What follows belongs to an exercise in optimizing a design on an open flow for small area and a short achievable clock period; a production flow would make more cautious choices. Only simulation tests tie the RTL to the original design; equivalence was not proved. No activity file was given, so power comes from the tool's default toggle rates.

<file path="flow/constraint.sdc">
create_clock -name core_clock -period 5.5 [get_ports {clk_i}]
set_input_delay 1.1000 -clock core_clock [delete_from_list [all_inputs] [get_ports {clk_i}]]
set_output_delay 1.1000 -clock core_clock [all_outputs]
set_load 0.01 [all_outputs]
</file>
<file path="flow/config.mk">
export PLATFORM = sky130hd
export DESIGN_NAME = crossbar_top
export DESIGN_NICKNAME = crossbar_top
export VERILOG_FILES = /design/flow/design.v
export SDC_FILE = /design/flow/constraint.sdc
export NUM_CORES = 4
export LEC_CHECK = 0
export CAP_MARGIN = 20
export CORE_MARGIN = 2
export CORE_UTILIZATION = 40
export SLEW_MARGIN = 20
</file>
<file path="flow/design.v">
module sdp_1clk_ram #(
  parameter int P_DATA_WIDTH = 8,
  parameter int P_ADDR_WIDTH = 4
) (
  input  logic clk_i,
  input  logic wr_i,
  input  logic [P_ADDR_WIDTH-1:0] addr_wr_i,
  input  logic [P_DATA_WIDTH-1:0] data_wr_i,
  input  logic rd_i,
  input  logic [P_ADDR_WIDTH-1:0] addr_rd_i,
  output logic [P_DATA_WIDTH-1:0] data_rd_o
); 
  (* ramstyle = "M10K" *) logic [P_DATA_WIDTH-1:0] ram [2**P_ADDR_WIDTH];
  always_ff @(posedge clk_i) begin
    if (wr_i) ram[addr_wr_i] <= data_wr_i;
    if (rd_i) data_rd_o <= ram[addr_rd_i];
  end
endmodule
module sync_fifo_core #(
  parameter int P_DATA_WIDTH = 32,
  parameter int P_ADDR_WIDTH = 7,
  parameter int P_FWFT = 0
) (
  input  logic clk_i,
  input  logic rst_i,
  input  logic wr_i,
  input  logic [P_DATA_WIDTH-1:0] data_i,
  input  logic rd_i,
  output logic [P_DATA_WIDTH-1:0] data_o,
  output logic [P_ADDR_WIDTH:0] fill_level_o,
  output logic empty_o,
  output logic full_o
);
  logic [P_ADDR_WIDTH:0] wr_ptr;
  logic [P_ADDR_WIDTH:0] rd_ptr;
  logic wr_fifo_mem;
  logic rd_fifo_mem;
  wire [P_DATA_WIDTH-1:0] data_raw;
  sdp_1clk_ram #(
    .P_DATA_WIDTH(P_DATA_WIDTH),
    .P_ADDR_WIDTH(P_ADDR_WIDTH)
  ) u_sdp_1clk_ram (
    .clk_i(clk_i),
    .wr_i(wr_fifo_mem),
    .addr_wr_i(wr_ptr[P_ADDR_WIDTH-1:0]),
    .data_wr_i(data_i),
    .rd_i(rd_fifo_mem),
    .addr_rd_i(rd_ptr[P_ADDR_WIDTH-1:0]),
    .data_rd_o(data_o)
  );
  assign full_o       = ({~wr_ptr[P_ADDR_WIDTH],wr_ptr[P_ADDR_WIDTH-1:0]} == rd_ptr);
  assign fill_level_o = (wr_ptr - rd_ptr);
  assign wr_fifo_mem = (wr_i & ~full_o);
  generate
    if (P_FWFT == 1) begin: g_fwft_fifo
      logic has_data;
      assign has_data = (wr_ptr != rd_ptr);
      assign rd_fifo_mem = ((rd_i | empty_o) & has_data);
      always_ff @(posedge clk_i) begin
        if (rst_i) begin
          empty_o <= 1;
        end else begin
          if (rd_fifo_mem) begin
            empty_o <= 0;
          end else if (rd_i) begin
            empty_o <= 1;
          end
        end
      end
    end else begin: g_no_fwft_fifo
      assign empty_o     = (wr_ptr == rd_ptr);
      assign rd_fifo_mem = (rd_i & ~empty_o);
    end
  endgenerate
  always_ff @(posedge clk_i) begin
    if (rst_i) begin
      wr_ptr <= 0; 
      rd_ptr <= 0;
    end else begin
      if (wr_fifo_mem) wr_ptr <= wr_ptr + 1;
      if (rd_fifo_mem) rd_ptr <= rd_ptr + 1;
    end
  end
endmodule
module arbiter #(
  parameter int P_WIDTH = 3  
) (
  input  logic               clk_i,
  input  logic               rst_i,
  input  logic [P_WIDTH-1:0] request_i,
  output logic [P_WIDTH-1:0] grant_o
);
  logic [P_WIDTH-1:0]        last_grant; 
  logic [P_WIDTH-1:0]        cur_priority;
  logic [P_WIDTH*2-1:0]      carry_chain;
  logic [P_WIDTH-1:0]        temp_grant;
  logic [P_WIDTH-1:0]        hold;
  logic [P_WIDTH - 1:0]      next_priority;
  always_comb begin  
    for (int i = 0; i < (P_WIDTH*2); i++) begin
      if (i == 0) carry_chain[i] = 0;  
      else        carry_chain[i] = (~request_i[(i-1)%P_WIDTH] & (carry_chain[i-1] | cur_priority[(i-1)%P_WIDTH]));
    end
  end
  assign temp_grant = (request_i & (carry_chain[P_WIDTH*2-1:P_WIDTH] | cur_priority)) | (request_i & (carry_chain[P_WIDTH-1:0] | cur_priority));
  assign hold = request_i & last_grant;
  assign grant_o = (|hold) ? hold : temp_grant;
  assign next_priority = (|grant_o) ? {grant_o[P_WIDTH-2:0], grant_o[P_WIDTH-1]} : cur_priority;
  always_ff @(posedge clk_i) begin
    if(rst_i) begin
      last_grant   <= 0;
      cur_priority <= 1;  
    end else begin
      last_grant   <= grant_o;  
      cur_priority <= next_priority;  
    end
  end
endmodule
module crossbar #(
  parameter int P_QUEUE_ADDR_WIDTH = 12  
) (
  input  logic clk_i,
  input  logic rst_i,
  input  logic [3:0][7:0] rx_data,
  input  logic [3:0]      rx_done,  
  input  logic [3:0][2:0] rx_dest,  
  output logic [3:0][7:0] tx_data,
  output logic [3:0]      tx_ctrl  
);
  logic [3:0][2:0] requests_tx;
  logic [3:0][2:0] grants_tx;
  logic [2:0][3:0]      vc_empty;
  logic [2:0][3:0]      vc_read;  
  logic [2:0][3:0]      vc_write;
  logic [2:0][3:0]      vc_eof_delay;
  logic [2:0][3:0][8:0] vc_data; 
  logic [2:0][3:0][8:0] vc_temp;  
  logic [3:0][3:0] tx_delay_countdown;  
  generate  
    genvar tx;
    genvar rx_idx;
    for (tx = 0; tx < 4; tx++) begin: g_tx_dimension
      for (rx_idx = 0; rx_idx < 3; rx_idx++) begin: g_rx_dimension
        localparam int rx_p = (rx_idx>=tx) ? (rx_idx+1) : rx_idx;  
        sync_fifo_core #(
          .P_DATA_WIDTH(9),  
          .P_ADDR_WIDTH(P_QUEUE_ADDR_WIDTH),
          .P_FWFT(1)
        ) u_sync_fifo_core (
          .clk_i(clk_i),
          .rst_i(rst_i),
          .wr_i(vc_write[rx_idx][tx]),
          .data_i({rx_done[rx_p],rx_data[rx_p]}),
          .rd_i(vc_read[rx_idx][tx]),
          .data_o(vc_temp[rx_idx][tx]),
          .fill_level_o(),
          .empty_o(vc_empty[rx_idx][tx]),
          .full_o()
        );
      end: g_rx_dimension
      arbiter #(.P_WIDTH(3)) arbiter_tx (
        .clk_i(clk_i),
        .rst_i(rst_i),
        .request_i(requests_tx[tx]),
        .grant_o(grants_tx[tx])
      );
    end: g_tx_dimension
  endgenerate
  always_comb begin
    for (int tx = 0; tx < 4; tx++) begin: tx_comb
      for (int rx_idx = 0; rx_idx < 3; rx_idx++) begin: rx_comb
        vc_write[rx_idx][tx] = ((rx_dest[(rx_idx>=tx) ? (rx_idx+1) : rx_idx] == (3)'(tx)) || (rx_dest[(rx_idx>=tx) ? (rx_idx+1) : rx_idx] == 3'h4));
        vc_data[rx_idx][tx] = (vc_empty[rx_idx][tx] == 0) ? vc_temp[rx_idx][tx] : 9'h0;  
      end: rx_comb
      if (tx_delay_countdown[tx] == 0) begin
      requests_tx[tx] = {~vc_empty[2][tx] & ~vc_eof_delay[2][tx], ~vc_empty[1][tx] & ~vc_eof_delay[1][tx], ~vc_empty[0][tx] & ~vc_eof_delay[0][tx]};
      end else begin
        requests_tx[tx] = 3'b000;  
      end
      {vc_read[2][tx], vc_read[1][tx], vc_read[0][tx]} = grants_tx[tx];
      unique case (grants_tx[tx])
        3'b001: begin  
          tx_data[tx] = vc_data[0][tx][7:0];
          tx_ctrl[tx] = 1'b1;
        end
        3'b010: begin  
          tx_data[tx] = vc_data[1][tx][7:0];
          tx_ctrl[tx] = 1'b1;
        end
        3'b100: begin  
          tx_data[tx] = vc_data[2][tx][7:0];
          tx_ctrl[tx] = 1'b1;
        end
        default: begin  
          tx_data[tx] = 8'b0;
          tx_ctrl[tx] = 1'b0;
        end
      endcase
    end: tx_comb
  end
  always_ff @(posedge clk_i) begin
    if (rst_i) begin
      vc_eof_delay <= 0;  
      tx_delay_countdown <= 0;  
    end else begin  
      for (int tx = 0; tx < 4; tx++) begin: tx_sequential
        if (tx_delay_countdown[tx] > 0) begin  
          tx_delay_countdown[tx] <= tx_delay_countdown[tx] - 4'h1;
        end else if (vc_data[0][tx][8] | vc_data[1][tx][8] | vc_data[2][tx][8]) begin  
          tx_delay_countdown[tx] <= 12;  
        end
        for (int rx_idx = 0; rx_idx < 3; rx_idx++) begin: rx_sequential
          vc_eof_delay[rx_idx][tx] <= vc_data[rx_idx][tx][8];  
        end: rx_sequential
      end: tx_sequential
    end
  end
endmodule
module crossbar_top (
  input  logic        clk_i,
  input  logic        rst_i,
  input  logic [31:0] rx_data,   
  input  logic [3:0]  rx_done,   
  input  logic [11:0] rx_dest,   
  output logic [31:0] tx_data,   
  output logic [3:0]  tx_ctrl    
);
  crossbar #(.P_QUEUE_ADDR_WIDTH(6)) u_crossbar (
    .clk_i  (clk_i),
    .rst_i  (rst_i),
    .rx_data(rx_data),
    .rx_done(rx_done),
    .rx_dest(rx_dest),
    .tx_data(tx_data),
    .tx_ctrl(tx_ctrl)
  );
endmodule
</file>
<file path="flow/run.sh">
#!/bin/bash
# synth_recipe.tcl (not shown) runs the flow's synth.tcl, then flattens the netlist and writes it again
# the make line also repeats each setting of config.mk as NAME=value (left out here)
make -C /OpenROAD-flow-scripts/flow DESIGN_CONFIG=/design/flow/config.mk WORK_HOME=/design/flow/orfs CLKGATE_MAP_FILE= SYNTH_SCRIPT=/design/flow/synth_recipe.tcl finish
</file>
==> results.txt <==
cell type report:
type | count | share of cell area
diodes | 10 | 0.0000781
flip-flops and latches | 7252 | 0.673
clock buffers | 875 | 0.0592
repair buffers | 826 | 0.0220
multi-input cells | 4666 | 0.195
clock inverters | 458 | 0.0140
inverters | 60 | 0.000710
well taps | 9270 | 0.0362
Yosys cell counts (all sizes together) (57+ instances only):
library cell | number | area share
clkbuf | 477 | 0.0064
a22oi | 216 | 0.0058
nand2 | 268 | 0.0036
nor2 | 988 | 0.013
nor2b | 57 | 0.0013
inv | 59 | 0.00079
dfxtp | 232 | 0.017
o21ai | 60 | 0.0011
nand3 | 106 | 0.0019
xor2 | 124 | 0.0039
edfxtp | 7020 | 0.75
nand3b | 58 | 0.0015
a21oi | 77 | 0.0014
buf | 277 | 0.0043
nand4 | 62 | 0.0014
mux4 | 2160 | 0.17
final timing paths:
kind,from,end,slack (ns),depth (start not counted)
hold reg to reg,flop,flop,0.50,2
setup reg to reg,flop,flop,1.47,6
setup / recovery,u_crossbar.tx_delay_countdown[8],tx_data[19],0.17,8
hold / removal,rst_i,flop,0.34,2
kinds of logic after synthesis:
group                      Yosys count  share of synthesized area
DFF                               7252                      0.766
muxes                             2206                      0.175
and+or+nand+nor                   1790                     0.0291
buffers and inverters              814                     0.0115
AOI/OAI and AO/OA                  487                     0.0124
xor gates and xnor gates           159                    0.00495
adders and majority gates           24                    0.00107
what timing repair did:
action / 4_1_cts / 5_1_grt
setup buffers: 0 / 2
resized for setup: 0 / 10
setup endpoints to repair: 0 / 34
layer usage:
metal,vias up,routed length [µm]
li1,55000,-
met1,70700,285000
met5,-,477
met3,790,42100
met2,4402,314000
met4,12,13700
placed cells by master, fill, tap and decap left out, drive strengths merged, types with 48 or more instances in the layout:
| master | n |
|---|---|
| xor2 | 124 |
| clkinv | 337 |
| inv | 90 |
| a21oi | 77 |
| bufinv | 68 |
| buf | 778 |
| or3 | 53 |
| edfxtp | 7020 |
| dfxtp | 232 |
| nor2b | 57 |
| nor2 | 988 |
| clkdlybuf4s50 | 48 |
| a22oi | 216 |
| o21ai | 60 |
| clkbuf | 875 |
| nand4 | 62 |
| nand2 | 268 |
| nand3b | 58 |
| mux4 | 2160 |
| nand3 | 106 |
worst max-delay path: stages, from the launching register on:
cell and delay, ns:
dfxtp_1 0.37, or4_1 0.71, nor3_4 0.26, o211a_1 0.24
a21oi_1 0.08, buf_4 0.20, nand2b_1 0.29, o221ai_1 0.34
clkdlybuf4s50_1 0.63
through the flow:
step	total power (W)	util
finish	0.134	0.458
global route	0.138	0.458
CTS	0.135	0.458
detailed placement	0.0865	0.424
global placement	0.0864	0.424
floorplan	0.0781	-
power groups by stage:
| stage | clock, W | sequential (W) | combinational [W] |
|---|---|---|---|
| after floorplan | 0 | 0.0629 | 0.0152 |
| after global placement | 0 | 0.0643 | 0.0222 |
| after detailed placement | 0 | 0.0643 | 0.0223 |
| after CTS | 0.0498 | 0.0631 | 0.0223 |
| after global routing | 0.0519 | 0.0632 | 0.0233 |
| final | 0.0489 | 0.0631 | 0.0219 |
==> qor.yml <==
viasPerCell: 5.59
regArea_um2: 216000
async_flop_share: 0
setup_violations: 0
grt_pass1_wl_um: 953000
fillers: 57800
fmax_mhz: 188
design_area_um2: 321000
start_kind: "flop"
worst_slew_pin_slew_ns: 1.24
overflow: 0
switching_power_w: 0.0341
grt_use_met2: 0.287
p_int_w: 0.0998
area_growth_pct: 14.0
p_leak_nw: 97.3
num_vias: 131000
synthCells: 12700
die_x_um: 842
layout.cells.non_filler: 23400
hold_class: "primary input to flop"
p_per_area_nw_per_um2: 418
ir_drop_uv: 373
clockBufferDepth: 4
dr.pass1.iters: 6
maxCapViolCount: 0
required_ns: 4.40
antenna_found_initial: 25
maxSlewHeadroom: 0.174
clock_latency_ns: 1.11
syn_area_per_cell_um2: 22.1
drt_iter0_markers: 14100
grt_max_degree: 153
whs_ns: 0.344
tns_ns: 0
path_max_fanout: 15
status: "finished clean"
postRouteWirelength_um: 656000
finalMaxSlewViolations: 0
setup_slack_ns: 0.170
ant_nets: 0
fin_nets: 13600
switching_share: 0.255
drive_above_1_share: 0.294
period_minus_slack_ns: 5.33
syn_area_um2: 281000
synth_fp_nets: 12800
p_clk_frac: 0.365
cts_buffers: 722
clock-root-buffer: "clkbuf_16"
use_met3: 0.0289
start_util: 0.402
place_area_um2: 297000
rows: 307
synth_seq_cells: 7252
core-area_um2: 700000
finalClockSkew_ns: 0.0369
port_buffers: 85
yosysUniqueCellTypes: 73
die_h_um: 842
grt_pass1_vias: 132000
multi_input_area_um2: 62600
seqPwrFrac: 0.471
yosys_warnings: 4
synth-main-ff-cell: "edfxtp_1"
dp_hpwl_um: 390000
pin_count: 86
arrival_ns: 4.23
synth.yosys.seq_area_share: 0.766
clock_sinks: 7252
hold_buffers: 0
crit_type: "flop to output pin"
synth_edf_count: 7020
fin_crit_sh: 0.969
wl_per_cell_um: 28.0
ctsHtreeMaxLevel: 6
hold_violations: 0
place.gp.congestion: 0.834
dp_slack_ns: 0.579
cts.clk_slew.worst_paths_ns: 0.07
p_comb_frac: 0.164
grt.total_usage: 0.180
die_area_um2: 710000
use_met1: 0.264
worstSetupEndpointType: "output pin"
dp.cells: 22100
drc_errors: 0
grt.busiest_layer: "met2"
cts_tree: "yes"

-- re-timing with driven ports --
How much do the figures lean on ideal ports? The routed layout below was timed once more, with nothing changed but the port constraints.
Step 1: set_driving_cell puts a clkbuf_16 on clk_i and a buf_2 on each other input, an assumption about the parent block.
Step 2 adds t to the input delays and takes it off the output delays; t is the mean of the earliest and latest rising clock arrival at the registers after step 1. Input paths then give back, and output paths get back, about the clock's delay inside the block.
Slacks: ideal / step 1 / step 2; pairs: ideal / step 1.
shift t [ns]: 1.208
setup WS [ns]: 0.170 / 0.048 / 0.437
clock arrival spread, ns: 0.053 / 0.053
worst register clock-pin slew, ns: 0.07 / 0.07
cell pins on the clock port's net: 1
After both steps this run still meets setup and hold. For this run, drivers alone change the setup slack by -0.122 ns; drivers and shift together by +0.267 ns.
